Background: an optimization exercise with open tools, aiming at small area, a short achievable clock period and few clock cycles. Do not read the settings as production practice.
In this exercise RTL edits were held to simulation tests only and were not proved equivalent to the original.
No activity file was given, so power comes from the tool's default toggle rates.

==> flow/design.v, too long to show whole: its modules and the start of the top module <==
// module MUL_STEP: 1042 lines
// module PADD: 34 lines
// module CPU_TOP: 472 lines
module CPU_TOP #(
    parameter DWidth = 32,
    parameter LbBits = 5,           
    parameter PfDist = 30           
)(
    input   logic                   clk_i,
    input   logic                   rst_ni,
    input   logic                   imem_ready_i,
    input   logic   [DWidth-1:0]    imem_rdata_i,
    output  logic   [DWidth-1:0]    imem_addr_o,
    output  logic                   imem_req_o,
    input   logic                   dmem_ready_i,
    input   logic   [DWidth-1:0]    dmem_rdata_i,
    output  logic   [DWidth-1:0]    dmem_wdata_o,
    output  logic   [DWidth-1:0]    dmem_addr_o,
    output  logic                   dmem_req_o,
    output  logic                   dmem_write_o
);
  // ...
==> flow/flow/run.sh <==
#!/bin/bash
# The standard ORFS layout (standard.sh), with its timing repair aiming for
# setup slack well beyond the design's clock period, so that the resizer
# sizes and buffers the design for a shorter clock than 26 ns.
set -euo pipefail
bash standard.sh SETUP_SLACK_MARGIN=19.6 finish > standard_flow.log 2>&1
==> flow/standard.sh <==
#!/bin/bash
# synth_recipe.tcl (not shown) runs the flow's synth.tcl, then flattens the netlist and writes it again
# the make line also repeats each setting of config.mk as NAME=value (left out here)
make -C /OpenROAD-flow-scripts/flow DESIGN_CONFIG=/design/flow/config.mk WORK_HOME=/design/flow/orfs CLKGATE_MAP_FILE= SYNTH_SCRIPT=/design/flow/synth_recipe.tcl "${@:-finish}"
==> flow/config.mk <==
export PLATFORM = sky130hd
export DESIGN_NAME = CPU_TOP
export DESIGN_NICKNAME = CPU_TOP
export VERILOG_FILES = /design/flow/design.v
export SDC_FILE = /design/flow/constraint.sdc
export NUM_CORES = 8
export LEC_CHECK = 0
export CAP_MARGIN = 20
export CORE_MARGIN = 2
export CORE_UTILIZATION = 30
export CTS_CLUSTER_DIAMETER = 80
export CTS_CLUSTER_SIZE = 30
export PLACE_DENSITY = 0.5
export SLEW_MARGIN = 20
==> flow/constraint.sdc <==
create_clock -name core_clock -period 26.0 [get_ports {clk_i}]
set_input_delay 5.2000 -clock core_clock [delete_from_list [all_inputs] [get_ports {clk_i}]]
set_output_delay 5.2000 -clock core_clock [all_outputs]
set_load 0.01 [all_outputs]
==> impl_metrics.toml, run 1 <==
[yosys]
synthSimpleGateAreaFrac_pct = 8.21
synth_xor_area_share_pct = 2.81
synth_compound_area_share_pct = 8.48
yosys.area.top_type = "edfxtp_1"

[power]
power_uw = 8160
powerDensity_nw_per_um2 = 48.2
clock_power_share_pct = 38.6
p_clk_uw = 3150

[run]
maxCapViolations = 3

[worst_setup_path]
endpoint = "mres[30]"
path_depth = 27
worst-path-max-fanout = 64
required_ns = 26.69
path_buf_inv = 6

[floorplan]
die_area_um2 = 476000
start_util_pct = 30.2
coreArea_um2 = 468000

[hold_path]
min_path_cells = 0

[finish]
n_fill_cell = 44500
drive_gt1_share_pct = 25.6
fin_area_um2 = 169000
num-multi-input-gates = 6436
seq_cells = 2678
regMostFlops = "rf"

[route]
wl_met2_um = 264000
dr.pass1.iters = 8
routedWlPerCell_um = 33.7

[outcome]
so_faults = "capacitance limit, slew limit"
status = "failed layout checks"

[timing]
slew_violations = 8
worst_pin_slew_ns = 1.70
max_freq_ghz = 0.142
period_needed_ns = 7.04

[clock_network]
cts.path.max_buffers = 4

[placed_design]
dp_slack_ns = 15.05
placed_area_um2 = 152000

[global_route]
grt_use_total_pct = 23.4
Testbench counts, summed over its fixed seeds: cycles 171,664.
==> module CPU_TOP, before the edit <==
module CPU_TOP #(
    parameter DWidth = 32,
    parameter LbBits = 5,           
    parameter PfDist = 30           
)(
    input   logic                   clk_i,
    input   logic                   rst_ni,
    input   logic                   imem_ready_i,
    input   logic   [DWidth-1:0]    imem_rdata_i,
    output  logic   [DWidth-1:0]    imem_addr_o,
    output  logic                   imem_req_o,
    input   logic                   dmem_ready_i,
    input   logic   [DWidth-1:0]    dmem_rdata_i,
    output  logic   [DWidth-1:0]    dmem_wdata_o,
    output  logic   [DWidth-1:0]    dmem_addr_o,
    output  logic                   dmem_req_o,
    output  logic                   dmem_write_o
);
    localparam logic [4:0] OP_LUI   = 5'b01101;
    localparam logic [4:0] OP_AUIPC = 5'b00101;
    localparam logic [4:0] OP_JAL   = 5'b11011;
    localparam logic [4:0] OP_JALR  = 5'b11001;
    localparam logic [4:0] OP_BR    = 5'b11000;
    localparam logic [4:0] OP_LD    = 5'b00000;
    localparam logic [4:0] OP_ST    = 5'b01000;
    localparam logic [4:0] OP_IMM   = 5'b00100;
    localparam logic [4:0] OP_REG   = 5'b01100;
    localparam logic [4:0] OP_SYS   = 5'b11100;
    logic   [29:0]      fpc;             
    logic   [29:0]      ra, hi;
    logic   [LbBits:0]  cnt;
    logic               ireq, rdy_q;
    logic   [31:2]      rdata_q;
    logic   [31:2]      lbuf [0:(1<<LbBits)-1];
    logic   [29:0]      d_hi, d_ra;
    logic               lb_hit, at_hi, covered, ready, restart;
    logic               byp;             
    assign d_hi    = hi - fpc;
    assign d_ra    = d_hi + {29'd0, rdy_q};      
    assign lb_hit  = (d_hi[29:LbBits+1] == '0) && (d_hi[LbBits:0] != '0) && (d_hi[LbBits:0] <= cnt);
    assign at_hi   = (d_hi == '0);
    assign covered = lb_hit || at_hi || (d_ra == '0);
    assign ready   = ireq && imem_ready_i;
    assign restart = !covered && (!ireq || imem_ready_i);
    logic               loop_v, pf_this, pf_next;
    logic   [LbBits:0]  d_ls;
    assign pf_this = (d_ra == '0) || ((d_ra < PfDist)     && (!loop_v || !d_ls[LbBits]));
    assign pf_next =                  (d_ra < PfDist - 1) && (!loop_v || d_ls < (1 << LbBits) - 1);
    assign imem_req_o  = ireq;
    assign imem_addr_o = {ra, 2'b00};
    always_ff @(posedge clk_i or negedge rst_ni) begin
        if (!rst_ni) begin
            ra    <= '0;
            hi    <= '0;
            cnt   <= '0;
            ireq  <= 1'b0;
            rdy_q <= 1'b0;
        end else if (restart) begin
            ra    <= fpc;
            hi    <= fpc;
            cnt   <= '0;
            ireq  <= 1'b1;
            rdy_q <= 1'b0;
        end else begin
            rdy_q <= ready;
            if (ready) ra <= ra + 30'd1;
            if (!ireq || imem_ready_i)
                ireq <= imem_ready_i ? pf_next : pf_this;
            if (rdy_q) begin
                hi  <= hi + 30'd1;
                cnt <= cnt[LbBits] ? cnt : cnt + 1'b1;
            end
        end
    end
    always_ff @(posedge clk_i or negedge rst_ni) begin
        if (!rst_ni) byp <= 1'b0;
        else         byp <= ready && (d_ra == '0) && !redirect;
    end
    always_ff @(posedge clk_i) begin
        rdata_q <= imem_rdata_i[31:2];
        if (rdy_q) lbuf[hi[LbBits-1:0]] <= rdata_q;
    end
    logic   [31:2]      lword, fword;
    logic               favail, pred_tk;
    logic   [29:0]      pred_tgt;
    logic   [10:0]      plo;
    logic   [19:0]      fpc_hm1;
    assign lword    = lbuf[fpc[LbBits-1:0]];
    assign fword    = byp ? rdata_q : lword;
    assign favail   = lb_hit || byp;
    logic   [10:0]      plo_l, plo_b;
    assign pred_tk  = (lb_hit && (lword[6:2] == OP_BR) && lword[31])
                   || (byp && (rdata_q[6:2] == OP_BR) && rdata_q[31]);
    assign plo_l    = {1'b0, fpc[9:0]} + {1'b0, lword[7], lword[30:25], lword[11:9]};
    assign plo_b    = {1'b0, fpc[9:0]} + {1'b0, rdata_q[7], rdata_q[30:25], rdata_q[11:9]};
    assign plo      = byp ? plo_b : plo_l;
    assign fpc_hm1  = fpc[29:10] - 20'd1;
    assign pred_tgt = {plo[10] ? fpc[29:10] : fpc_hm1, plo[9:0]};
    logic   [31:2]      ir;
    logic   [29:0]      ir_pc;
    logic               ir_v, ir_pred;
    logic               ex_fire, redirect;
    logic   [29:0]      redir_tgt;
    always_ff @(posedge clk_i or negedge rst_ni) begin
        if (!rst_ni) begin
            loop_v <= 1'b0;
        end else if (redirect) begin
            loop_v <= 1'b0;
        end else if ((!ir_v || ex_fire) && favail && pred_tk) begin
            loop_v <= 1'b1;
        end
    end
    logic           lpend;
    always_ff @(posedge clk_i or negedge rst_ni) begin
        if (!rst_ni) lpend <= 1'b0;
        else         lpend <= (!ir_v || ex_fire) && !redirect && favail && pred_tk;
    end
    always_ff @(posedge clk_i) begin
        if (lpend)
            d_ls <= (d_ra[29:LbBits] != '0) ? (LbBits+1)'(1 << LbBits)
                                            : {1'b0, d_ra[LbBits-1:0]} + (LbBits+1)'(ready);
        else if (restart)
            d_ls <= '0;
        else if (ready && !d_ls[LbBits])
            d_ls <= d_ls + 1'b1;
    end
    always_ff @(posedge clk_i or negedge rst_ni) begin
        if (!rst_ni) begin
            ir_v <= 1'b0;
            fpc  <= '0;
        end else if (redirect) begin
            ir_v <= 1'b0;
            fpc  <= redir_tgt;
        end else if (!ir_v || ex_fire) begin
            ir_v <= favail;
            if (favail) fpc <= pred_tk ? pred_tgt : fpc + 30'd1;
        end
    end
    always_ff @(posedge clk_i) begin
        if ((!ir_v || ex_fire) && !redirect && favail) begin
            ir      <= fword;
            ir_pc   <= fpc;
            ir_pred <= pred_tk;
        end
    end
    logic   [4:0]   opc, rd, rs1a, rs2a;
    logic   [2:0]   f3;
    logic           is_lui, is_auipc, is_jal, is_jalr, is_br, is_ld, is_st;
    logic           is_imm, is_reg, is_sys, is_mul, is_alu;
    logic           uses_rs1, uses_rs2, writes_rd, sets_rd;
    assign opc  = ir[6:2];
    assign rd   = ir[11:7];
    assign f3   = ir[14:12];
    assign rs1a = ir[19:15];
    assign rs2a = ir[24:20];
    assign is_lui   = (opc == OP_LUI);
    assign is_auipc = (opc == OP_AUIPC);
    assign is_jal   = (opc == OP_JAL);
    assign is_jalr  = (opc == OP_JALR);
    assign is_br    = (opc == OP_BR);
    assign is_ld    = (opc == OP_LD);
    assign is_st    = (opc == OP_ST);
    assign is_imm   = (opc == OP_IMM);
    assign is_reg   = (opc == OP_REG);
    assign is_sys   = (opc == OP_SYS);
    assign is_mul   = is_reg && ir[25];
    assign is_alu   = is_imm || (is_reg && !ir[25]);
    assign uses_rs1  = is_jalr || is_br || is_ld || is_st || is_imm || is_reg;
    assign uses_rs2  = is_br || is_st || is_reg;
    assign writes_rd = (is_lui || is_auipc || is_jal || is_jalr || is_alu || is_sys)
                       && (rd != 5'd0);
    assign sets_rd   = (writes_rd || is_ld || is_mul) && (rd != 5'd0);
    logic   [31:0]  imm;
    always_comb begin
        if (is_st)                 imm = {{20{ir[31]}}, ir[31:25], ir[11:7]};
        else if (is_lui || is_auipc) imm = {ir[31:12], 12'h0};
        else                       imm = {{20{ir[31]}}, ir[31:20]};
    end
    logic   [31:0]  rf [1:31];
    logic   [31:0]  rv1, rv2;
    logic           f1_wbl, f2_wbl, f1_mres, f2_mres;
    assign f1_wbl  = wbl_v  && (rs1a == wbl_rd);
    assign f2_wbl  = wbl_v  && (rs2a == wbl_rd);
    assign f1_mres = mres_v && (rs1a == mres_rd);
    assign f2_mres = mres_v && (rs2a == mres_rd);
    logic   [31:0]  rr1, rr2;
    assign rr1 = (rs1a == 5'd0) ? 32'd0 : rf[rs1a];
    assign rr2 = (rs2a == 5'd0) ? 32'd0 : rf[rs2a];
    assign rv1 = f1_wbl ? wbl_data : f1_mres ? mres : rr1;
    assign rv2 = f2_wbl ? wbl_data : f2_mres ? mres : rr2;
    logic   [31:0]  opa, opb;
    logic           do_sub;
    logic   [32:0]  addsub;
    logic           ltu, lts;
    assign opa    = is_lui ? 32'd0 : is_auipc ? {ir_pc, 2'b00} : rv1;
    assign opb    = (is_reg || is_br) ? rv2 : imm;
    assign do_sub = (is_reg && ir[30] && (f3 == 3'b000))
                    || (is_alu && (f3[2:1] == 2'b01));
    PADD #(.W(32)) ADDER (
        .a      (opa),
        .b      (do_sub ? ~opb : opb),
        .cin    (do_sub),
        .sum    (addsub[31:0]),
        .cout   (addsub[32])
    );
    assign ltu    = !addsub[32];
    assign lts    = (opa[31] != opb[31]) ? opa[31] : addsub[31];
    logic   [31:0]  sh_in, sh_r, sh_l;
    logic   [32:0]  sh_x;
    always_comb begin
        for (int i = 0; i < 32; i++) sh_in[i] = (f3 == 3'b001) ? opa[31-i] : opa[i];
    end
    assign sh_x = $signed({ir[30] && (f3 == 3'b101) && opa[31], sh_in}) >>> opb[4:0];
    assign sh_r = sh_x[31:0];
    always_comb begin
        for (int i = 0; i < 32; i++) sh_l[i] = sh_r[31-i];
    end
    logic   [31:0]  alu_out;
    always_comb begin
        if (is_alu) begin
            unique case (f3)
                3'b000:  alu_out = addsub[31:0];
                3'b001:  alu_out = sh_l;
                3'b010:  alu_out = {31'd0, lts};
                3'b011:  alu_out = {31'd0, ltu};
                3'b100:  alu_out = opa ^ opb;
                3'b101:  alu_out = sh_r;
                3'b110:  alu_out = opa | opb;
                default: alu_out = opa & opb;
            endcase
        end else begin
            alu_out = addsub[31:0];
        end
    end
    logic   [63:0]  mcycle, minstret;
    logic   [31:0]  csr_val;
    assign csr_val = ir[21] ? (ir[27] ? minstret[63:32] : minstret[31:0])
                            : (ir[27] ? mcycle[63:32]   : mcycle[31:0]);
    logic           br_tk;
    logic   [29:0]  link_w, pcrel_tgt;
    logic           b_eq, b_lt, b_ltu;
    assign b_eq  = (rv1 == rv2);
    logic   [31:0]  b_diff;
    logic           b_nb;
    PADD #(.W(32)) BR_CMP (
        .a      (rv1),
        .b      (~rv2),
        .cin    (1'b1),
        .sum    (b_diff),
        .cout   (b_nb)
    );
    assign b_ltu = !b_nb;
    assign b_lt  = (rv1[31] != rv2[31]) ? rv1[31] : b_ltu;
    always_comb begin
        unique case (f3)
            3'b000:  br_tk = b_eq;
            3'b001:  br_tk = !b_eq;
            3'b100:  br_tk = b_lt;
            3'b101:  br_tk = !b_lt;
            3'b110:  br_tk = b_ltu;
            3'b111:  br_tk = !b_ltu;
            default: br_tk = 1'b0;
        endcase
    end
    assign link_w    = ir_pc + 30'd1;
    assign pcrel_tgt = ir_pc + (is_jal ? {{12{ir[31]}}, ir[19:12], ir[20], ir[30:22]}
                                       : {{20{ir[31]}}, ir[7], ir[30:25], ir[11:9]});
    assign redirect  = ex_fire && (is_jal || is_jalr || (is_br && (br_tk != ir_pred)));
    assign redir_tgt = is_jalr ? addsub[31:2] : (is_br && !br_tk) ? link_w : pcrel_tgt;
    logic           mul_busy, mul_lo, m_sa, m_sb;
    logic   [1:0]   mstep;
    logic   [4:0]   mul_rd;
    logic   [31:0]  ma_q, mb_q, mb_org;
    logic   [31:0]  acc_s, acc_c;
    logic           acc_ci;
    logic   [23:0]  mlo;
    logic   [39:0]  ms, mc;
    logic   [8:0]   mlo9;
    logic           mres_v, mres_we, mul_done;
    logic   [4:0]   mres_rd;
    logic   [31:0]  mres;
    assign mb_org = {mb_q[7:0], mb_q[31:8]};
    MUL_STEP MSTEP (
        .a      (ma_q),
        .b      (mb_q[7:0]),
        .s_in   (acc_s & {32{mstep != 2'd0}}),
        .c_in   (acc_c & {32{mstep != 2'd0}}),
        .cin    (acc_ci && (mstep != 2'd0)),
        .corr   (mstep == 2'd3),
        .x1     (mb_org & {32{m_sa}}),
        .x2     (ma_q & {32{m_sb}}),
        .s      (ms),
        .c      (mc)
    );
    assign mlo9     = {1'b0, ms[7:0]} + {1'b0, mc[7:0]};
    logic   [31:0]  mhi;
    PADD #(.W(32)) MUL_ADD (
        .a      (ms[39:8]),
        .b      (mc[39:8]),
        .cin    (mlo9[8]),
        .sum    (mhi),
        .cout   ()
    );
    assign mul_done = mul_busy && (mstep == 2'd3) && (!mres_v || mres_we);
    always_ff @(posedge clk_i or negedge rst_ni) begin
        if (!rst_ni) begin
            mul_busy <= 1'b0;
            mstep    <= '0;
            mres_v   <= 1'b0;
        end else begin
            if (ex_fire && is_mul) begin
                mul_busy <= 1'b1;
                mstep    <= '0;
            end else if (mul_busy && mstep != 2'd3) begin
                mstep    <= mstep + 2'd1;
            end else if (mul_done) begin
                mul_busy <= 1'b0;
            end
            if (mul_done)     mres_v <= (mul_rd != 5'd0);
            else if (mres_we) mres_v <= 1'b0;
        end
    end
    always_ff @(posedge clk_i) begin
        if (ex_fire && is_mul) begin
            ma_q   <= rv1;
            mb_q   <= rv2;
            m_sa   <= (f3 != 3'b011) && rv1[31];
            m_sb   <= !f3[1] && rv2[31];
            mul_rd <= rd;
            mul_lo <= (f3 == 3'b000);
        end else if (mul_busy && mstep != 2'd3) begin
            acc_s  <= ms[39:8];
            acc_c  <= mc[39:8];
            acc_ci <= mlo9[8];
            mlo    <= {mlo9[7:0], mlo[23:8]};
            mb_q   <= {mb_q[7:0], mb_q[31:8]};
        end
        if (mul_done) begin
            mres    <= mul_lo ? {mlo9[7:0], mlo} : mhi;
            mres_rd <= mul_rd;
        end
    end
    logic           dreq, dwe;
    logic   [31:0]  daddr, dwdata;
    logic           ld_pend;             
    logic   [4:0]   ld_rd;
    logic   [1:0]   ld_f3;
    logic           q_v, q_we;
    logic   [31:0]  q_addr, q_wdata;
    logic   [4:0]   q_rd;
    logic   [1:0]   q_f3;
    logic           mem_op, mem_issue, to_port;
    logic   [31:0]  st_data;
    assign dmem_req_o   = dreq;
    assign dmem_write_o = dwe;
    assign dmem_addr_o  = daddr;
    assign dmem_wdata_o = dwdata;
    assign mem_op    = is_ld || is_st;
    assign mem_issue = ex_fire && mem_op;
    assign to_port   = !dreq || dmem_ready_i;
    assign st_data   = f3[1] ? rv2 : f3[0] ? {{16{rv2[15]}}, rv2[15:0]} : {{24{rv2[7]}}, rv2[7:0]};
    always_ff @(posedge clk_i or negedge rst_ni) begin
        if (!rst_ni) begin
            dreq    <= 1'b0;
            ld_pend <= 1'b0;
            q_v     <= 1'b0;
        end else if (mem_issue) begin
            if (to_port) begin
                dreq    <= 1'b1;
                ld_pend <= is_ld;
            end else begin
                q_v     <= 1'b1;
            end
        end else if (dmem_ready_i) begin
            if (q_v) begin
                ld_pend <= !q_we;
                q_v     <= 1'b0;
            end else begin
                dreq    <= 1'b0;
                ld_pend <= 1'b0;
            end
        end
    end
    always_ff @(posedge clk_i or negedge rst_ni) begin
        if (!rst_ni) begin
            daddr  <= '0;
            dwe    <= 1'b0;
            dwdata <= '0;
        end else if (mem_issue && to_port) begin
            daddr  <= addsub[31:0];
            dwe    <= is_st;
            dwdata <= st_data;
        end else if (dmem_ready_i && q_v) begin
            daddr  <= q_addr;
            dwe    <= q_we;
            dwdata <= q_wdata;
        end
    end
    always_ff @(posedge clk_i) begin
        if (mem_issue && to_port) begin
            ld_rd  <= rd;
            ld_f3  <= f3[1:0];
        end else if (dmem_ready_i && q_v) begin
            ld_rd  <= q_rd;
            ld_f3  <= q_f3;
        end
        if (mem_issue && !to_port) begin
            q_addr  <= addsub[31:0];
            q_we    <= is_st;
            q_wdata <= st_data;
            q_rd    <= rd;
            q_f3    <= f3[1:0];
        end
    end
    logic           wbl_v, wbl_we, wb_force;
    logic   [4:0]   wbl_rd;
    logic   [1:0]   wbl_f3;
    logic   [31:0]  wbl_raw, wbl_data;
    assign wbl_data = wbl_f3[1] ? wbl_raw
                    : wbl_f3[0] ? {{16{wbl_raw[15]}}, wbl_raw[15:0]}
                    :             {{24{wbl_raw[7]}},  wbl_raw[7:0]};
    assign wb_force = wbl_v && ld_pend;
    always_ff @(posedge clk_i or negedge rst_ni) begin
        if (!rst_ni)                              wbl_v <= 1'b0;
        else if (dmem_ready_i && ld_pend)         wbl_v <= (ld_rd != 5'd0);
        else if (wbl_we)                          wbl_v <= 1'b0;
    end
    always_ff @(posedge clk_i) begin
        if (dmem_ready_i && ld_pend) begin
            wbl_raw <= dmem_rdata_i;
            wbl_rd <= ld_rd;
            wbl_f3 <= ld_f3;
        end
    end
    logic           haz, ex_wr, ex_we;
    function automatic logic waw(input logic v, input logic [4:0] r);
        waw = v && (r != 5'd0) && sets_rd && (rd == r);
    endfunction
    function automatic logic dep(input logic v, input logic [4:0] r);
        dep = v && (r != 5'd0) &&
              ((uses_rs1 && rs1a == r) || (uses_rs2 && rs2a == r) || (sets_rd && rd == r));
    endfunction
    assign ex_wr = writes_rd;
    assign haz   = dep(ld_pend, ld_rd) || dep(q_v && !q_we, q_rd) || waw(wbl_v, wbl_rd)
                || dep(mul_busy, mul_rd) || waw(mres_v, mres_rd)
                || (ex_wr && wb_force)
                || (mem_op && q_v)
                || (is_mul && mul_busy && !(mstep == 2'd3 && !mres_v));
    assign ex_fire = ir_v && !haz;
    logic   [31:0]  wd;
    assign wd      = is_sys ? csr_val : (is_jal || is_jalr) ? {link_w, 2'b00} : alu_out;
    assign ex_we   = ex_fire && ex_wr;
    assign wbl_we  = wbl_v && (wb_force || !ex_we);
    assign mres_we = mres_v && !wbl_v && !ex_we;
    always_ff @(posedge clk_i) begin
        if (ex_we)
            rf[rd] <= wd;
        else if (wbl_we)
            rf[wbl_rd] <= wbl_data;
        else if (mres_we)
            rf[mres_rd] <= mres;
    end
    always_ff @(posedge clk_i or negedge rst_ni) begin
        if (!rst_ni) begin
            mcycle   <= '0;
            minstret <= '0;
        end else begin
            mcycle <= mcycle + 64'd1;
            if (ex_fire) minstret <= minstret + 64'd1;
        end
    end
endmodule
==> run 2, diff against run 1 <==
--- a/flow/design.v
+++ b/flow/design.v
@@ -1347,3 +1347,3 @@
     logic   [1:0]   mstep;
-    logic   [4:0]   mul_rd;
+    logic   [4:0]   mul_rd, mres_rd;
     logic   [31:0]  ma_q, mb_q, mb_org;
@@ -1354,4 +1354,3 @@
     logic   [8:0]   mlo9;
-    logic           mres_v, mres_we, mul_done;
-    logic   [4:0]   mres_rd;
+    logic           mres_v, mres_we;
     logic   [31:0]  mres;
@@ -1370,12 +1369,11 @@
     );
-    assign mlo9     = {1'b0, ms[7:0]} + {1'b0, mc[7:0]};
-    logic   [31:0]  mhi;
+    assign mlo9    = {1'b0, ms[7:0]} + {1'b0, mc[7:0]};
+    assign mres_rd = mul_rd;
     PADD #(.W(32)) MUL_ADD (
-        .a      (ms[39:8]),
-        .b      (mc[39:8]),
-        .cin    (mlo9[8]),
-        .sum    (mhi),
+        .a      (acc_s),
+        .b      (acc_c),
+        .cin    (acc_ci),
+        .sum    (mres),
         .cout   ()
     );
-    assign mul_done = mul_busy && (mstep == 2'd3) && (!mres_v || mres_we);
     always_ff @(posedge clk_i or negedge rst_ni) begin
@@ -1389,9 +1387,8 @@
                 mstep    <= '0;
-            end else if (mul_busy && mstep != 2'd3) begin
+            end else if (mul_busy) begin
                 mstep    <= mstep + 2'd1;
-            end else if (mul_done) begin
-                mul_busy <= 1'b0;
+                if (mstep == 2'd3) mul_busy <= 1'b0;
             end
-            if (mul_done)     mres_v <= (mul_rd != 5'd0);
-            else if (mres_we) mres_v <= 1'b0;
+            if (mul_busy && mstep == 2'd3) mres_v <= (mul_rd != 5'd0);
+            else if (mres_we)              mres_v <= 1'b0;
         end
@@ -1406,6 +1403,6 @@
             mul_lo <= (f3 == 3'b000);
-        end else if (mul_busy && mstep != 2'd3) begin
-            acc_s  <= ms[39:8];
-            acc_c  <= mc[39:8];
-            acc_ci <= mlo9[8];
+        end else if (mul_busy) begin
+            acc_s  <= (mstep == 2'd3 && mul_lo) ? {mlo9[7:0], mlo} : ms[39:8];
+            acc_c  <= (mstep == 2'd3 && mul_lo) ? 32'd0 : mc[39:8];
+            acc_ci <= !(mstep == 2'd3 && mul_lo) && mlo9[8];
             mlo    <= {mlo9[7:0], mlo[23:8]};
@@ -1413,6 +1410,2 @@
         end
-        if (mul_done) begin
-            mres    <= mul_lo ? {mlo9[7:0], mlo} : mhi;
-            mres_rd <= mul_rd;
-        end
     end
@@ -1523,3 +1516,3 @@
                 || (mem_op && q_v)
-                || (is_mul && mul_busy && !(mstep == 2'd3 && !mres_v));
+                || (is_mul && (mul_busy || (mres_v && wbl_v)));
     assign ex_fire = ir_v && !haz;
==> flow/flow/run.sh (replaced) <==
#!/bin/bash
# The standard ORFS layout (standard.sh), with its timing repair aiming for
# setup slack well beyond the design's clock period, so that the resizer
# sizes and buffers the design for a shorter clock than 26 ns. A hook at the
# end of global routing repairs max slew / max capacitance again after the
# timing repair (flow/post_grt.tcl).
set -euo pipefail
bash standard.sh SETUP_SLACK_MARGIN=19.6 \
  POST_GLOBAL_ROUTE_TCL="$PWD/flow/post_grt.tcl" \
  finish > standard_flow.log 2>&1
==> flow/flow/post_grt.tcl (new file) <==
# Hook run at the end of ORFS's global route step (POST_GLOBAL_ROUTE_TCL).
# The timing repair after global routing can leave a few nets over their
# max slew or max capacitance (for instance when it clones a gate onto a
# weak driver). Repair those nets again, as ORFS does before the timing
# repair, and re-legalise the placement and the global routes.
puts "post-GRT: repair_design after repair_timing"
report_check_types -max_slew -max_capacitance -violators
repair_design_helper
log_cmd global_route -start_incremental
log_cmd detailed_placement
log_cmd global_route -end_incremental \
  -congestion_report_file $::env(REPORTS_DIR)/congestion_post_grt_hook.rpt
log_cmd estimate_parasitics -global_routing
report_check_types -max_slew -max_capacitance -violators
--- a/flow/config.mk
+++ b/flow/config.mk
@@ -9,6 +9,7 @@
 export CORE_MARGIN = 2
-export CORE_UTILIZATION = 30
+export CORE_UTILIZATION = 40
 export CTS_CLUSTER_DIAMETER = 80
 export CTS_CLUSTER_SIZE = 30
-export PLACE_DENSITY = 0.5
+export PLACE_DENSITY = 0.6
 export SLEW_MARGIN = 20
+export TNS_END_PERCENT = 20
==> run 2 against run 1 <==
Effect of this change:
- now clean on timing, DRC and antenna
- largest power group unchanged
- setup slack lost 0.20 ns
- critical path depth is 10 lower
- sequential cell count decreased by 37
- highest routed layer unchanged
- largest cell class unchanged
- combinational power increased to 6.5 times the previous value
- register-to-register slack worse by 0.20 ns
- critical path type unchanged
- design area is 4.0% lower
- wire length shrank 4.2%
==> impl_metrics.toml, run 2 <==
[worst_setup_path]
critPathSlowestCell = "o32ai_1"
crit_path_start_kind = "register"
path_cells = "buf_4 -> xnor2_1 -> nand3_1 -> nor2_2 -> buf_4 -> nand2_1 -> o31ai_2 -> a21o_1 -> inv_2 -> mux2i_1 -> mux2i_1 -> a211oi_1 -> a211oi_1 -> o32ai_1 -> a221oi_2 -> o31ai_4 -> buf_4"
crit_top_cell = "buf_4"
max_stage_delay_ns = 1.02
path_buf_inv = 4
reg2regPathDepth = 17
required_ns = 26.67
cpLargestDelayFamily = "compound AO/OA/AOI/OAI gates"
r2r_slack_ns = 18.75
crit_arrival_ns = 7.92
path_class = "reg -> reg"
worst-path-max-fanout = 31
timing.rr.end = "rf[10][10]"
r2r-start = "ir[17]"
end_kind = "register"

[clock_network]
clock-root-buffer = "clkbuf_16"
cts_hold_buf = 0
cts.path.max_buffers = 4
cts_tree = "yes"
post_cts_buffers = 223
h-tree-depth = 4
cts_buffers = 139
clkSlewWorstSetupHoldPaths_ns = 0.11
insertion_delay_ns = 0.92
cts_resized = 666
cts.sinks = 2641

[yosys]
synthSimpleGateAreaFrac_pct = 8.10
synth_compound_area_share_pct = 8.66
syn_avg_cell_area_um2 = 13.9
netlist.area_leader.share_pct = 48.6
synth-edff-count = 2298
synth_seq_cells = 2641
synthAdderAreaFrac_pct = 6.88
yosysWarnings = 4
synthMuxAreaShare_pct = 16.0
synth_top_family_by_area = "multiplexers"
async_reset_ff_share_pct = 11.5
synth_area_leaders = "edfxtp_1, mux4_2, dfrtp_1, fa_1, ha_1"
synth_common_cells = "edfxtp_1, mux4_2, nand2_1, nor2_1, inv_1"
synth_area_um2 = 142000
yosys.area.top_type = "edfxtp_1"
yosysMostFrequentCell = "edfxtp_1"
synthCells = 10200
yosysUniqueCellTypes = 110
ys_seq_area_share_pct = 54.5
synth_ff_type = "edfxtp_1"
synth_xor_area_share_pct = 2.60

[floorplan]
ios = 167
coreArea_um2 = 353000
rows = 218
die_y_um = 600
die_x_um = 600
start_util_pct = 40.2
die_area_um2 = 360000

[timing]
max_freq_ghz = 0.138
hold_violations = 0
skew_ns = 0.0905
worst_pin_slew_ns = 1.30
slew_violations = 0
setup_violations = 0
period_needed_ns = 7.25
period_share_pct = 27.9
finalSetupTns_ns = 0
fin_ws_ns = 18.75
maxSlewHeadroom_pct = 13.6

[route]
dr.pass1.iters = 8
drc_errors = 0
viasPerCell = 6.39
vias = 98800
drt_iter0_markers = 13500
routedWlPerCell_um = 35.9
postRouteWirelength_um = 556000
ant_nets = 0

[finish]
regMostFlops = "rf"
largest_reg_flops = 992
final_common_cell = "edfxtp_1"
nets = 11300
layout_common_cells = "edfxtp_1, mux4_2, nand2_1"
layout-area-overhead-vs-synth_pct = 14.6
drive_gt1_share_pct = 22.2
n_fill_cell = 31000

[hold_path]
min_path_type = "reg -> reg"
holdPathEnd = "wbl_f3[1]"
min_path_cells = 0
hp-start = "ld_f3[1]"

[outcome]
status = "finished clean"

[placed_design]
dp_hpwl_um = 356000
gp_congestion = 1.08
io_buffers = 162
dp_slack_ns = 15.44

[global_route]
grt_use_total_pct = 30.3
grt_pass1_vias = 95900
grt_overflow = 0
grt_max_degree = 110
grt_pass1_wl_um = 764000
antenna_found_initial = 33

[run]
maxCapViolations = 0

[power]
vdd_ir_drop_max_mv = 0.0715
powerDensity_nw_per_um2 = 58.0
leakage_uw = 0.0575
run 2: cell types whose count changed in the layout (fill, tap and decap cells not counted), sizes merged, moves of 24 or more:
cell / delta
mux2: +60
o21ai: +35
nand2: -122
edfxtp: -37
and2: +40
a22oi: -43
dlygate4sd2: +94
mux4: +42
inv: -24
a211oi: +91
buf: -300
a221o: -30
o22ai: -34
run 2: metrics by stage:
step / instance area, um2 / std cells / total power, uW / util, % / hold slack, ns
after floorplan: 142000 / 10200 / 6070 / - / 0.400
after global placement: 151000 / 14900 / 6690 / 42.7 / 0.404
after CTS: 161000 / 15400 / 9440 / 45.7 / 0.444
final: 163000 / 15500 / 9430 / 46.1 / 0.443
after detailed placement: 151000 / 14900 / 6720 / 42.7 / 0.417
run 2: worst max-delay path by stage:
stage               slack (ns)              end  depth (start not counted)    startpoint
finish                   18.75       rf[10][10]                         17        ir[17]
CTS                      19.05  imem_addr_o[17]                          1        ra[15]
detailed placement       15.44       rf[16][23]                         22      register
global placement         15.56        rf[1][23]                         22      register
floorplan                19.13           ra[21]                         10  imem_ready_i
run 2: cells by family (layout without fill, tap and decap cells):
family	count (synthesis)	after routing
AND/OR/NAND/NOR	2359	2362
AO/OA/AOI/OAI	1856	1868
XOR/XNOR	420	420
other	1	22
multiplexers	1244	1244
flip-flops	2641	2641
buffers and inverters	1108	1589
adder cells (fa/ha/maj)	589	589
run 2: power by group:
| part | switching (uW) | internal, uW | leakage [uW] |
|---|---|---|---|
| Combinational | 1180 | 846 | 0.0301 |
| Clock | 1530 | 1160 | 0.00232 |
| Sequential | 40.6 | 4670 | 0.0251 |
| Total | 2760 | 6670 | 0.0575 |
run 2: final cells by class:
type | instances | area (um2) | area share, %
Sequential cell | 2641 | 77500 | 47.6
Multi-Input combinational cell | 6485 | 63400 | 39.0
Timing Repair Buffer | 841 | 8950 | 5.50
Tap cell | 4730 | 5920 | 3.64
Clock buffer | 169 | 3770 | 2.32
Inverter | 506 | 1970 | 1.21
Clock inverter | 73 | 1060 | 0.653
Antenna cell | 20 | 50.0 | 0.0308
run 2: per-layer routing:
layer / routed length (um) / up-vias / track usage (%)
met5: 59 / - / 0
met4: 43500 / 8 / 19.1
met3: 56500 / 1311 / 6.52
met2: 247000 / 6044 / 46.3
met1: 208000 / 51400 / 39.5
li1: - / 40100 / -
Testbench counts of run 2, summed over its fixed seeds: cycles 172,942.
==> run 3, diff against run 2 <==
--- a/flow/design.v
+++ b/flow/design.v
@@ -1113,7 +1113,17 @@
     logic               byp;             
+    logic   [29:0]      hi_inc;
+    assign hi_inc  = hi + 30'd1;
     assign d_hi    = hi - fpc;
     assign d_ra    = d_hi + {29'd0, rdy_q};      
-    assign lb_hit  = (d_hi[29:LbBits+1] == '0) && (d_hi[LbBits:0] != '0) && (d_hi[LbBits:0] <= cnt);
-    assign at_hi   = (d_hi == '0);
-    assign covered = lb_hit || at_hi || (d_ra == '0);
+    logic   [LbBits+1:0]    d_lo;
+    logic   [29:LbBits+1]   fpc_up1;
+    logic                   up_eq, up_eq1;
+    assign d_lo    = {1'b0, hi[LbBits:0]} - {1'b0, fpc[LbBits:0]};
+    assign fpc_up1 = fpc[29:LbBits+1] + 1'b1;
+    assign up_eq   = (hi[29:LbBits+1] == fpc[29:LbBits+1]);
+    assign up_eq1  = (hi[29:LbBits+1] == fpc_up1);
+    assign lb_hit  = (d_lo[LbBits+1] ? up_eq1 : up_eq)
+                  && (d_lo[LbBits:0] != '0) && (d_lo[LbBits:0] <= cnt);
+    assign at_hi   = (hi == fpc);
+    assign covered = lb_hit || at_hi || (rdy_q && (hi_inc == fpc));
     assign ready   = ireq && imem_ready_i;
@@ -1141,3 +1151,3 @@
             rdy_q <= ready;
-            if (ready) ra <= ra + 30'd1;
+            if (ready) ra <= hi_inc;
             if (!ireq || imem_ready_i)
@@ -1145,3 +1155,3 @@
             if (rdy_q) begin
-                hi  <= hi + 30'd1;
+                hi  <= hi_inc;
                 cnt <= cnt[LbBits] ? cnt : cnt + 1'b1;
@@ -1255,8 +1265,11 @@
     logic   [31:0]  rf [1:31];
+    logic           exr_v;
+    logic   [31:0]  exr;
+    logic   [4:0]   exr_rd;
     logic   [31:0]  rv1, rv2;
-    logic           f1_wbl, f2_wbl, f1_mres, f2_mres;
+    logic           f1_exr, f2_exr, f1_wbl, f2_wbl;
+    assign f1_exr  = exr_v  && (rs1a == exr_rd);
+    assign f2_exr  = exr_v  && (rs2a == exr_rd);
     assign f1_wbl  = wbl_v  && (rs1a == wbl_rd);
     assign f2_wbl  = wbl_v  && (rs2a == wbl_rd);
-    assign f1_mres = mres_v && (rs1a == mres_rd);
-    assign f2_mres = mres_v && (rs2a == mres_rd);
     logic   [31:0]  rr1, rr2;
@@ -1264,4 +1277,4 @@
     assign rr2 = (rs2a == 5'd0) ? 32'd0 : rf[rs2a];
-    assign rv1 = f1_wbl ? wbl_data : f1_mres ? mres : rr1;
-    assign rv2 = f2_wbl ? wbl_data : f2_mres ? mres : rr2;
+    assign rv1 = f1_exr ? exr : f1_wbl ? wbl_data : rr1;
+    assign rv2 = f2_exr ? exr : f2_wbl ? wbl_data : rr2;
     logic   [31:0]  opa, opb;
@@ -1310,6 +1323,13 @@
     end
-    logic   [63:0]  mcycle, minstret;
+    logic   [31:0]  mc_lo, mc_hi, mi_lo, mi_hi;
+    logic   [31:0]  mi_lo_inc, mi_hi_inc, mi_lo_t, mi_hi_t;
+    logic           fire_q, mi_lo_max;
     logic   [31:0]  csr_val;
-    assign csr_val = ir[21] ? (ir[27] ? minstret[63:32] : minstret[31:0])
-                            : (ir[27] ? mcycle[63:32]   : mcycle[31:0]);
+    assign mi_lo_inc = mi_lo + 32'd1;
+    assign mi_hi_inc = mi_hi + 32'd1;
+    assign mi_lo_max = (mi_lo == 32'hFFFF_FFFF);
+    assign mi_lo_t   = fire_q ? mi_lo_inc : mi_lo;
+    assign mi_hi_t   = (fire_q && mi_lo_max) ? mi_hi_inc : mi_hi;
+    assign csr_val = ir[21] ? (ir[27] ? mi_hi_t : mi_lo_t)
+                            : (ir[27] ? mc_hi   : mc_lo);
     logic           br_tk;
@@ -1475,3 +1495,3 @@
         end
-        if (mem_issue && !to_port) begin
+        if (mem_issue) begin
             q_addr  <= addsub[31:0];
@@ -1513,6 +1533,6 @@
     assign haz   = dep(ld_pend, ld_rd) || dep(q_v && !q_we, q_rd) || waw(wbl_v, wbl_rd)
-                || dep(mul_busy, mul_rd) || waw(mres_v, mres_rd)
+                || dep(mul_busy, mul_rd) || dep(mres_v, mres_rd)
                 || (ex_wr && wb_force)
                 || (mem_op && q_v)
-                || (is_mul && (mul_busy || (mres_v && wbl_v)));
+                || (is_mul && (mul_busy || (mres_v && (exr_v || wbl_v))));
     assign ex_fire = ir_v && !haz;
@@ -1521,7 +1541,15 @@
     assign ex_we   = ex_fire && ex_wr;
-    assign wbl_we  = wbl_v && (wb_force || !ex_we);
-    assign mres_we = mres_v && !wbl_v && !ex_we;
+    assign wbl_we  = wbl_v && !exr_v;
+    assign mres_we = mres_v && !exr_v && !wbl_v;
+    always_ff @(posedge clk_i or negedge rst_ni) begin
+        if (!rst_ni) exr_v <= 1'b0;
+        else         exr_v <= ex_we;
+    end
     always_ff @(posedge clk_i) begin
-        if (ex_we)
-            rf[rd] <= wd;
+        if (ex_we) begin
+            exr    <= wd;
+            exr_rd <= rd;
+        end
+        if (exr_v)
+            rf[exr_rd] <= exr;
         else if (wbl_we)
@@ -1533,7 +1561,15 @@
         if (!rst_ni) begin
-            mcycle   <= '0;
-            minstret <= '0;
+            mc_lo  <= '0;
+            mc_hi  <= '0;
+            mi_lo  <= '0;
+            mi_hi  <= '0;
+            fire_q <= 1'b0;
         end else begin
-            mcycle <= mcycle + 64'd1;
-            if (ex_fire) minstret <= minstret + 64'd1;
+            mc_lo  <= mc_lo + 32'd1;
+            if (mc_lo == 32'hFFFF_FFFF) mc_hi <= mc_hi + 32'd1;
+            fire_q <= ex_fire;
+            if (fire_q) begin
+                mi_lo <= mi_lo_inc;
+                if (mi_lo_max) mi_hi <= mi_hi_inc;
+            end
         end
==> flow/flow/run.sh (replaced) <==
#!/bin/bash
# The standard ORFS layout (standard.sh), with its timing repair aiming for
# setup slack well beyond the design's clock period, so that the resizer
# sizes and buffers the design for a shorter clock than 26 ns. Ports are
# buffered with buf_4 (every input and output still gets its buffer). A hook
# at the end of global routing repairs max slew / max capacitance again after
# the timing repair (flow/post_grt.tcl).
set -euo pipefail
bash standard.sh SETUP_SLACK_MARGIN=20 \
  BUFFER_PORTS_ARGS="-buffer_cell sky130_fd_sc_hd__buf_4" \
  POST_GLOBAL_ROUTE_TCL="$PWD/flow/post_grt.tcl" \
  finish > standard_flow.log 2>&1
--- a/flow/config.mk
+++ b/flow/config.mk
@@ -10,6 +10,5 @@
 export CORE_UTILIZATION = 40
-export CTS_CLUSTER_DIAMETER = 80
-export CTS_CLUSTER_SIZE = 30
+export CTS_CLUSTER_DIAMETER = 50
+export CTS_CLUSTER_SIZE = 20
 export PLACE_DENSITY = 0.6
 export SLEW_MARGIN = 20
-export TNS_END_PERCENT = 20
==> run 3 against run 2 <==
Effect of this change:
- die area grew 1.2%
- clock power increased by 74%
- global-route usage down 2.3 points
- cell count is 3.1% higher
- highest routed layer unchanged
- count of clock-buffer cells in the layout is 174 higher
- design area rose by 5.1%
- critical endpoint is now imem_addr_o[11]
- clock skew fell by 0.0011 ns
==> impl_metrics.toml, run 3 <==
[outcome]
status = "finished clean"

[power]
leakage_uw = 0.0614
pwr-share-comb_pct = 41.8
powerDensity_nw_per_um2 = 99.3
vdd_ir_drop_max_mv = 0.0748
clock_power_share_pct = 27.5
power.share.switching_pct = 37.5
p_switching_uw = 6360
pwr-share-seq_pct = 30.7
internal_power_uw = 10600

[finish]
drive_gt1_share_pct = 25.7
final_common_cell = "edfxtp_1"
layout_common_cells = "edfxtp_1, nand2_1, mux4_2"
nets = 11600
regArea_um2 = 78600
stdcell_count = 15900
regMostFlops = "rf"
layout-area-overhead-vs-synth_pct = 19.0
multiInputGateArea_um2 = 63700
largest_reg_flops = 992
n_fill_cell = 30900
utilization_pct = 47.7

[worst_setup_path]
critPathSlowestCell = "dfrtp_2"
crit_path_start_kind = "register"
cpLargestDelayFamily = "flip-flops"
reg2regPathDepth = 28
r2r_slack_ns = 19.60
timing.rr.end = "exr[29]"
path_buf_inv = 1
required_ns = 20.80
path_cells = "buf_6"
end_kind = "output port"
crit_arrival_ns = 1.59
path_class = "reg -> out"
max_stage_delay_ns = 0.47
worst-path-max-fanout = 2

[timing]
hold_ws_ns = 0.450
finalSetupTns_ns = 0
maxSlewHeadroom_pct = 19.0
setup_violations = 0
period_needed_ns = 6.79
slew_violations = 0
period_share_pct = 26.1
worst_pin_slew_ns = 1.21
hold_violations = 0
skew_ns = 0.0895
fin_ws_ns = 19.21
max_freq_ghz = 0.147

[clock_network]
cts.sinks = 2680
clkSlewWorstSetupHoldPaths_ns = 0.07
clock-root-buffer = "clkbuf_16"
post_cts_buffers = 274
cts_hold_buf = 0
insertion_delay_ns = 0.96
cts_tree = "yes"
cts_buffers = 314
cts.path.max_buffers = 4
cts_resized = 743
h-tree-depth = 5

[yosys]
synth-edff-count = 2335
synth_area_leaders = "edfxtp_1, mux4_2, dfrtp_1, fa_1, mux2i_1"
synthCells = 10400
yosysMostFrequentCell = "edfxtp_1"
yosysUniqueCellTypes = 130
yosysWarnings = 4
synth_seq_cells = 2680
yosys.area.top_type = "edfxtp_1"
synth_common_cells = "edfxtp_1, nand2_1, mux4_2, nor2_1, inv_1"
synth_ff_type = "edfxtp_1"
netlist.area_leader.share_pct = 48.8
ys_seq_area_share_pct = 54.7
synth_area_um2 = 144000
syn_avg_cell_area_um2 = 13.9
async_reset_ff_share_pct = 11.4

[run]
maxCapViolations = 0

[global_route]
grt_overflow = 0
antenna_found_initial = 24
grt_max_degree = 131
grt_pass1_vias = 98000
grt_use_total_pct = 28.1
grt_pass1_wl_um = 732000

[route]
drc_errors = 0
viasPerCell = 6.17
routedWlPerCell_um = 32.8
drt_iter0_markers = 12500
postRouteWirelength_um = 523000
ant_nets = 0
vias = 98400
dr.pass1.iters = 9

[placed_design]
io_buffers = 162
dp_hpwl_um = 329000
dp_slack_ns = 15.71
dp.cells = 14900
gp_congestion = 0.981

[hold_path]
holdPathEnd = "wbl_f3[1]"
min_path_type = "reg -> reg"
hp-start = "ld_f3[1]"
min_path_cells = 0

[floorplan]
die_y_um = 603
ios = 167
die_x_um = 603
start_util_pct = 40.1
coreArea_um2 = 358000
die_area_um2 = 364000
rows = 220
==> run 3: cell types whose count changed in the layout (fill, tap and decap cells not counted), moves of 40 or more <==
cell	change
clkbuf_16	+180
buf_6	+114
mux2i_1	+112
mux4_2	-103
dlygate4sd2_1	-94
a211oi_1	-79
buf_4	+62
clkdlybuf4s50_1	-62
a22oi_1	+55
nor3_1	-50
xnor2_1	+45
nor2_1	+40
==> run 3: worst max path at each step <==
stage	slack, ns	endpoint	depth (start not counted)	from
after global placement	15.76	register	24	register
after detailed placement	15.71	register	24	register
after CTS	19.16	imem_addr_o[11]	1	ra[9]
final	19.21	imem_addr_o[11]	1	ra[9]
after floorplan	19.53	d_ls[4]	9	imem_ready_i
==> run 3: routing by layer <==
layer | global-route usage, % | routed length (um) | vias to the layer above
li1 | - | - | 40700
met1 | 36.6 | 201000 | 51000
met2 | 43.6 | 235000 | 5409
met4 | 17.2 | 39100 | 10
met5 | 0 | 66 | -
met3 | 5.38 | 47500 | 1319
==> run 3: logic make-up after synthesis <==
group                      count (synthesis)  synth area share (%)
and+or+nand+nor                         2339                  7.90
other                                      1               0.00261
AOI/OAI and AO/OA                       1794                  8.36
DFF                                     2680                  54.7
xor gates and xnor gates                 494                  3.01
muxes                                   1288                  15.4
adders and majority gates                623                  7.11
buffers and inverters                   1142                  3.57
==> run 3: power groups by stage <==
stage	Clock (uW)	Combinational [uW]	Sequential, uW
6_report	4670	7090	5210
4_1_cts	4730	6760	5210
3_5_place_dp	0	5880	5330
3_3_place_gp	0	5840	5330
2_1_floorplan	0	3850	5150
==> run 3: layout make-up <==
type,instances,area share (%)
clock buffers,343,4.81
inverters,496,1.17
repair inverters,2,0.0161
multi-input cells,6542,37.3
well taps,4773,3.49
diodes,5,0.00732
repair buffers,871,5.60
clock inverters,234,1.66
flip-flops and latches,2680,46.0
==> run 3: stage by stage <==
step           total power [uW]  cell area [um2]
6_report                  17000           171000
4_1_cts                   16700           169000
3_5_place_dp              11200           151000
3_3_place_gp              11200           151000
2_1_floorplan              9000           144000
Testbench counts of run 3, summed over its fixed seeds: cycles 174,517.
==> run 4, diff against run 3 <==
--- a/flow/config.mk
+++ b/flow/config.mk
@@ -10,5 +10,6 @@
 export CORE_UTILIZATION = 40
-export CTS_CLUSTER_DIAMETER = 50
-export CTS_CLUSTER_SIZE = 20
+export CTS_CLUSTER_DIAMETER = 60
+export CTS_CLUSTER_SIZE = 25
 export PLACE_DENSITY = 0.6
 export SLEW_MARGIN = 20
+export TNS_END_PERCENT = 20
==> run 4 against run 3 <==
Effect of this change:
- cell count is 2.0% lower
- combinational power is 6.9% lower
- worst hold slack worse by 0.013 ns
- register-to-register slack lost 0.14 ns
- clock skew decreased by 0.012 ns
- synthesized cell count did not move
- clock power is 18% lower
- area after synthesis unchanged
- power fell by 7.9%
- critical path type unchanged
- critical path depth is the same
- sequential cell count stayed put
==> impl_metrics.toml, run 4 <==
[outcome]
status = "finished clean"

[global_route]
grt_use_total_pct = 27.7
antenna_found_initial = 30
grt_overflow = 0
grt_max_degree = 120
grt_pass1_vias = 96500
grt_pass1_wl_um = 724000

[yosys]
syn_avg_cell_area_um2 = 13.9
netlist.area_leader.share_pct = 48.8
synth_area_um2 = 144000
yosysWarnings = 4
synthCells = 10400
synth_ff_type = "edfxtp_1"
yosysMostFrequentCell = "edfxtp_1"
async_reset_ff_share_pct = 11.4
synth-edff-count = 2335
yosys.area.top_type = "edfxtp_1"
yosysUniqueCellTypes = 130
ys_seq_area_share_pct = 54.7
synth_seq_cells = 2680
synth_area_leaders = "edfxtp_1, mux4_2, dfrtp_1, fa_1, mux2i_1"
synth_common_cells = "edfxtp_1, nand2_1, mux4_2, nor2_1, inv_1"

[clock_network]
cts_buffers = 232
cts_hold_buf = 0
post_cts_buffers = 195
insertion_delay_ns = 0.99
cts.path.max_buffers = 4
h-tree-depth = 4
clkSlewWorstSetupHoldPaths_ns = 0.07
cts_resized = 429
cts.sinks = 2680
clock-root-buffer = "clkbuf_16"
cts_tree = "yes"

[finish]
largest_reg_flops = 992
utilization_pct = 45.9
n_fill_cell = 31300
regMostFlops = "rf"
drive_gt1_share_pct = 21.9
layout_common_cells = "edfxtp_1, nand2_1, mux4_2"
final_common_cell = "edfxtp_1"
fin_area_um2 = 165000
stdcell_count = 15600
layout-area-overhead-vs-synth_pct = 14.5
nets = 11300

[floorplan]
rows = 220
die_area_um2 = 364000
ios = 167
start_util_pct = 40.1
die_x_um = 603
coreArea_um2 = 358000
die_y_um = 603

[route]
vias = 97200
drt_iter0_markers = 12700
drc_errors = 0
routedWlPerCell_um = 32.9
postRouteWirelength_um = 513000
ant_nets = 0
dr.pass1.iters = 6
viasPerCell = 6.22

[placed_design]
dp.cells = 14900
placed_area_um2 = 151000
io_buffers = 162
dp_hpwl_um = 327000
gp_congestion = 0.974

[worst_setup_path]
critPathSlowestCell = "dfrtp_2"
crit_path_start_kind = "register"
crit_arrival_ns = 1.64
path_cells = "buf_6"
required_ns = 20.80
end_kind = "output port"
cpLargestDelayFamily = "flip-flops"
worst-path-max-fanout = 2
path_buf_inv = 1
max_stage_delay_ns = 0.52
path_class = "reg -> out"

[timing]
period_share_pct = 26.3
hold_violations = 0
setup_violations = 0
finalSetupTns_ns = 0
worst_pin_slew_ns = 1.29
skew_ns = 0.0778
max_freq_ghz = 0.146
slew_violations = 0
maxSlewHeadroom_pct = 13.3
period_needed_ns = 6.84

[power]
leakage_uw = 0.0586
vdd_ir_drop_max_mv = 0.0736
powerDensity_nw_per_um2 = 95.0

[hold_path]
min_path_type = "reg -> reg"

[run]
maxCapViolations = 0
==> run 4: cell counts after synthesis <==
No cell type changed its count.
==> run 4: stage by stage <==
stage	hold WS [ns]	total power (uW)	setup slack (ns)
global placement	0.406	11100	16.01
floorplan	0.400	9000	19.53
CTS	0.437	15500	19.13
finish	0.437	15600	19.16
detailed placement	0.426	11200	15.92
==> run 4: layout make-up <==
type	instances	area (um2)	area share, %
well taps	4773	5970	3.63
multi-input cells	6541	62300	37.9
flip-flops and latches	2680	78600	47.8
clock inverters	181	2420	1.47
clock buffers	250	5990	3.64
repair buffers	690	7210	4.38
diodes	9	22.5	0.0137
inverters	496	1960	1.19
repair inverters	2	17.5	0.0106
==> run 4: final timing paths <==
path | startpoint | end | slack (ns) | cells after the start
worst min-delay path | ld_f3[1] | wbl_f3[1] | 0.44 | 0
worst min register to register | ld_f3[1] | wbl_f3[1] | 0.44 | 0
min in group asynchronous | rst_ni | mi_hi[29] | 4.23 | 1
worst max register to register | register | exr[13] | 19.46 | 23
worst max-delay path | dwe | dmem_write_o | 19.16 | 1
max in group asynchronous | rst_ni | dwe | 20.19 | 3
==> run 4: cells by family (layout without fill, tap and decap cells) <==
family | Yosys count | in the layout | share of synthesized area (%)
buffers and inverters | 1142 | 1619 | 3.57
XOR/XNOR | 494 | 494 | 3.01
flip-flops | 2680 | 2680 | 54.7
multiplexers | 1288 | 1288 | 15.4
adder cells (fa/ha/maj) | 623 | 623 | 7.11
AO/OA/AOI/OAI | 1794 | 1794 | 8.36
other | 1 | 11 | 0.00261
AND/OR/NAND/NOR | 2339 | 2340 | 7.90
==> run 4: routing by layer <==
| layer | track usage, % | part of all wire (%) | vias up |
|---|---|---|---|
| met5 | 0 | 0.014 | - |
| met4 | 15.9 | 6.9 | 10 |
| met3 | 4.58 | 8.9 | 1148 |
| met2 | 43.1 | 45 | 5405 |
| met1 | 37.0 | 39 | 50500 |
| li1 | - | - | 40200 |
==> run 4: where the power goes <==
group,switching (uW),total (uW),leakage [uW],internal (uW)
sequential,255,5210,0.0255,4950
combinational,3940,6600,0.0291,2660
clock,1930,3820,0.00403,1890
total,6120,15600,0.0586,9510
==> run 5, diff against run 4 <==
==> flow/flow/run.sh (replaced) <==
#!/bin/bash
# The standard ORFS layout (standard.sh), with its timing repair aiming for
# setup slack well beyond the design's clock period, so that the resizer
# sizes and buffers the design for a shorter clock than 26 ns. Ports are
# buffered with buf_4 (every input and output still gets its buffer).
# Two hooks: after global placement, each output register is moved next to
# its port buffer (flow/post_gpl.tcl); after global routing, max slew / max
# capacitance are repaired again after the timing repair (flow/post_grt.tcl).
set -euo pipefail
bash standard.sh SETUP_SLACK_MARGIN=19.6 \
  BUFFER_PORTS_ARGS="-buffer_cell sky130_fd_sc_hd__buf_4" \
  POST_GLOBAL_PLACE_TCL="$PWD/flow/post_gpl.tcl" \
  POST_GLOBAL_ROUTE_TCL="$PWD/flow/post_grt.tcl" \
  finish > standard_flow.log 2>&1
==> flow/flow/post_gpl.tcl (new file) <==
# Hook run at the end of ORFS's global placement (POST_GLOBAL_PLACE_TCL).
# Each output port is driven by its port buffer, which global placement puts
# next to the pin; the flip-flop that drives that buffer is moved next to the
# buffer, so that the register-to-output path has no long wire. Detailed
# placement legalises the moved cells afterwards.
set block [ord::get_db_block]
set moved 0
foreach bterm [$block getBTerms] {
  if {[$bterm getIoType] != "OUTPUT"} { continue }
  set net [$bterm getNet]
  if {$net == "NULL"} { continue }
  set buf ""
  foreach it [$net getITerms] {
    if {[$it isOutputSignal]} { set buf [$it getInst] }
  }
  if {$buf == ""} { continue }
  set in_net ""
  foreach it [$buf getITerms] {
    if {[$it isInputSignal]} { set in_net [$it getNet] }
  }
  if {$in_net == "" || $in_net == "NULL"} { continue }
  set drv ""
  foreach it [$in_net getITerms] {
    if {[$it isOutputSignal]} { set drv [$it getInst] }
  }
  if {$drv == ""} { continue }
  if {![[$drv getMaster] isSequential]} { continue }
  set loc [$buf getLocation]
  $drv setLocation [lindex $loc 0] [lindex $loc 1]
  incr moved
}
puts "post-GPL: moved $moved output flip-flops next to their port buffers"
==> run 5 against run 4 <==
Effect of this change:
- still clean
- maximum frequency up 0.88%
- synthesized cell count unchanged
- setup slack improved by 0.059 ns
- wire length about the same
- power is 0.53% lower
- clock power grew 1%
- cell count fell by 0.36%
- largest power group unchanged
==> impl_metrics.toml, run 5 <==
[route]
vias = 96900
drt_iter0_markers = 12700
routedWlPerCell_um = 33.0
dr.pass1.iters = 7
viasPerCell = 6.22
postRouteWirelength_um = 513000
drc_errors = 0
ant_nets = 0

[yosys]
synth-edff-count = 2335
synthCells = 10400
netlist.area_leader.share_pct = 48.8
synth_area_leaders = "edfxtp_1, mux4_2, dfrtp_1, fa_1, mux2i_1"
syn_avg_cell_area_um2 = 13.9
yosysWarnings = 4
synth_seq_cells = 2680
synth_ff_type = "edfxtp_1"
yosysMostFrequentCell = "edfxtp_1"
yosys.area.top_type = "edfxtp_1"
ys_seq_area_share_pct = 54.7
synth_area_um2 = 144000
async_reset_ff_share_pct = 11.4
synth_common_cells = "edfxtp_1, nand2_1, mux4_2, nor2_1, inv_1"
yosysUniqueCellTypes = 130

[floorplan]
die_area_um2 = 364000
ios = 167
die_y_um = 603
coreArea_um2 = 358000
rows = 220
start_util_pct = 40.1
die_x_um = 603

[clock_network]
insertion_delay_ns = 0.99
cts.sinks = 2680
cts.path.max_buffers = 4
h-tree-depth = 4
cts_hold_buf = 0
post_cts_buffers = 122
cts_buffers = 230
clock-root-buffer = "clkbuf_16"
cts_resized = 338
clkSlewWorstSetupHoldPaths_ns = 0.08
cts_tree = "yes"

[worst_setup_path]
path_buf_inv = 1
cpLargestDelayFamily = "flip-flops"
path_cells = "buf_4"
max_stage_delay_ns = 0.43
critPathSlowestCell = "dfrtp_2"
worst-path-max-fanout = 2
crit_path_start_kind = "register"
crit_arrival_ns = 1.58
end_kind = "output port"
path_class = "reg -> out"
required_ns = 20.80

[finish]
utilization_pct = 45.6
n_fill_cell = 31300
final_common_cell = "edfxtp_1"
stdcell_count = 15600
drive_gt1_share_pct = 21.2
regArea_um2 = 78600
regMostFlops = "rf"
multiInputGateArea_um2 = 62100
layout-area-overhead-vs-synth_pct = 13.8
layout_common_cells = "edfxtp_1, nand2_1, mux4_2"
nets = 11300
largest_reg_flops = 992

[placed_design]
dp_hpwl_um = 328000
dp.cells = 14900
dp_slack_ns = 15.60
io_buffers = 162

[timing]
fin_ws_ns = 19.22
maxSlewHeadroom_pct = 21.7
period_needed_ns = 6.78
hold_ws_ns = 0.479
skew_ns = 0.0771
setup_violations = 0
period_share_pct = 26.1
worst_pin_slew_ns = 1.17
finalSetupTns_ns = 0
hold_violations = 0
slew_violations = 0
max_freq_ghz = 0.148

[power]
powerDensity_nw_per_um2 = 95.1
power.share.switching_pct = 39.1
vdd_ir_drop_max_mv = 0.0779
pwr-share-comb_pct = 41.8
clock_power_share_pct = 24.9
leakage_uw = 0.0582
pwr-share-seq_pct = 33.3
p_switching_uw = 6080
internal_power_uw = 9460

[global_route]
grt_pass1_wl_um = 723000
grt_pass1_vias = 96300
grt_max_degree = 115
grt_use_total_pct = 27.7
antenna_found_initial = 35
grt_overflow = 0

[outcome]
status = "finished clean"

[hold_path]
min_path_type = "reg -> reg"

[run]
maxCapViolations = 0
==> run 5: cell counts after synthesis <==
No cell type changed its count.
==> run 5: cells by family (layout without fill, tap and decap cells) <==
kind of cell    after synthesis  after routing  synth area share [%]
other cells                   1             27               0.00261
simple gates               2339           2340                  7.90
xor+xnor                    494            494                  3.01
flops                      2680           2680                  54.7
mux                        1288           1288                  15.4
buf+inv                    1142           1547                  3.57
fa+ha+maj                   623            623                  7.11
compound gates             1794           1794                  8.36
==> run 5: per-layer routing <==
| layer | part of all wire (%) | track usage (%) | vias to the layer above |
|---|---|---|---|
| met4 | 7.7 | 18.0 | 20 |
| met5 | 0.033 | 0 | - |
| met1 | 38 | 36.2 | 50200 |
| li1 | - | - | 40000 |
| met3 | 9.0 | 5.22 | 1313 |
| met2 | 45 | 42.6 | 5304 |
==> run 5: power by group through the flow <==
stage	registers, uW	logic, uW	clock network [uW]
after floorplan	5150	3830	0
after global placement	5300	5800	0
after detailed placement	5300	5870	0
after CTS	5170	6360	3920
final	5180	6500	3870
==> run 5: area by class of cell <==
type                       instances  share of cell area, %
inverter                         496                   1.17
timing repair buffer             616                   3.76
timing repair inverter             2                 0.0107
multi-input combinational       6541                   38.0
clock inverter                   183                   1.62
clock buffer                     250                   3.63
tap                             4773                   3.65
antenna                           25                 0.0383
sequential                      2680                   48.1
==> run 5: worst paths after layout <==
kind	start	slack [ns]	depth (start not counted)	endpoint
max in group asynchronous	rst_ni	20.05	3	dwdata[20]
worst min-delay path	mi_hi[28]	0.48	1	mi_hi[28]
min in group asynchronous	rst_ni	4.25	1	daddr[6]
worst max-delay path	ra[2]	19.22	1	imem_addr_o[4]
worst max register to register	register	19.26	27	exr[31]
worst min register to register	mi_hi[28]	0.48	1	mi_hi[28]
==> run 5: per-stage QoR <==
| stage | cell area (um2) | power (uW) |
|---|---|---|
| floorplan | 144000 | 8980 |
| global placement | 151000 | 11100 |
| detailed placement | 151000 | 11200 |
| CTS | 163000 | 15500 |
| finish | 163000 | 15500 |

what the ideal ports hide:
Ports are ideal in the flow. The routed layouts listed here were re-timed in OpenROAD.
Step 1 assumes that a clkbuf_16 drives the clock port and a buf_2 every other input.
Step 2 also shifts input and output timing later by t, the mid clock arrival at the registers, as if the neighbouring blocks saw the same clock.
a / b / c = ideal ports / drivers / drivers and shift; a / b = the first two.
| run | t (ns) | slack for setup (ns) | slew at the worst register clock pin (ns) |
|---|---|---|---|
| run 1 | 1.037 | 18.958 / 18.958 / 18.614 | 0.12 / 0.12 |
| run 2 | 0.980 | 18.754 / 18.754 / 18.324 | 0.12 / 0.12 |
| run 3 | 1.025 | 19.211 / 19.106 / 19.141 | 0.07 / 0.07 |
| run 4 | 1.059 | 19.165 / 19.059 / 18.797 | 0.10 / 0.10 |
| run 5 | 1.056 | 19.224 / 19.120 / 18.558 | 0.10 / 0.10 |
For run 5, which loses most, drivers alone change the setup slack by -0.104 ns; drivers and shift together by -0.666 ns.
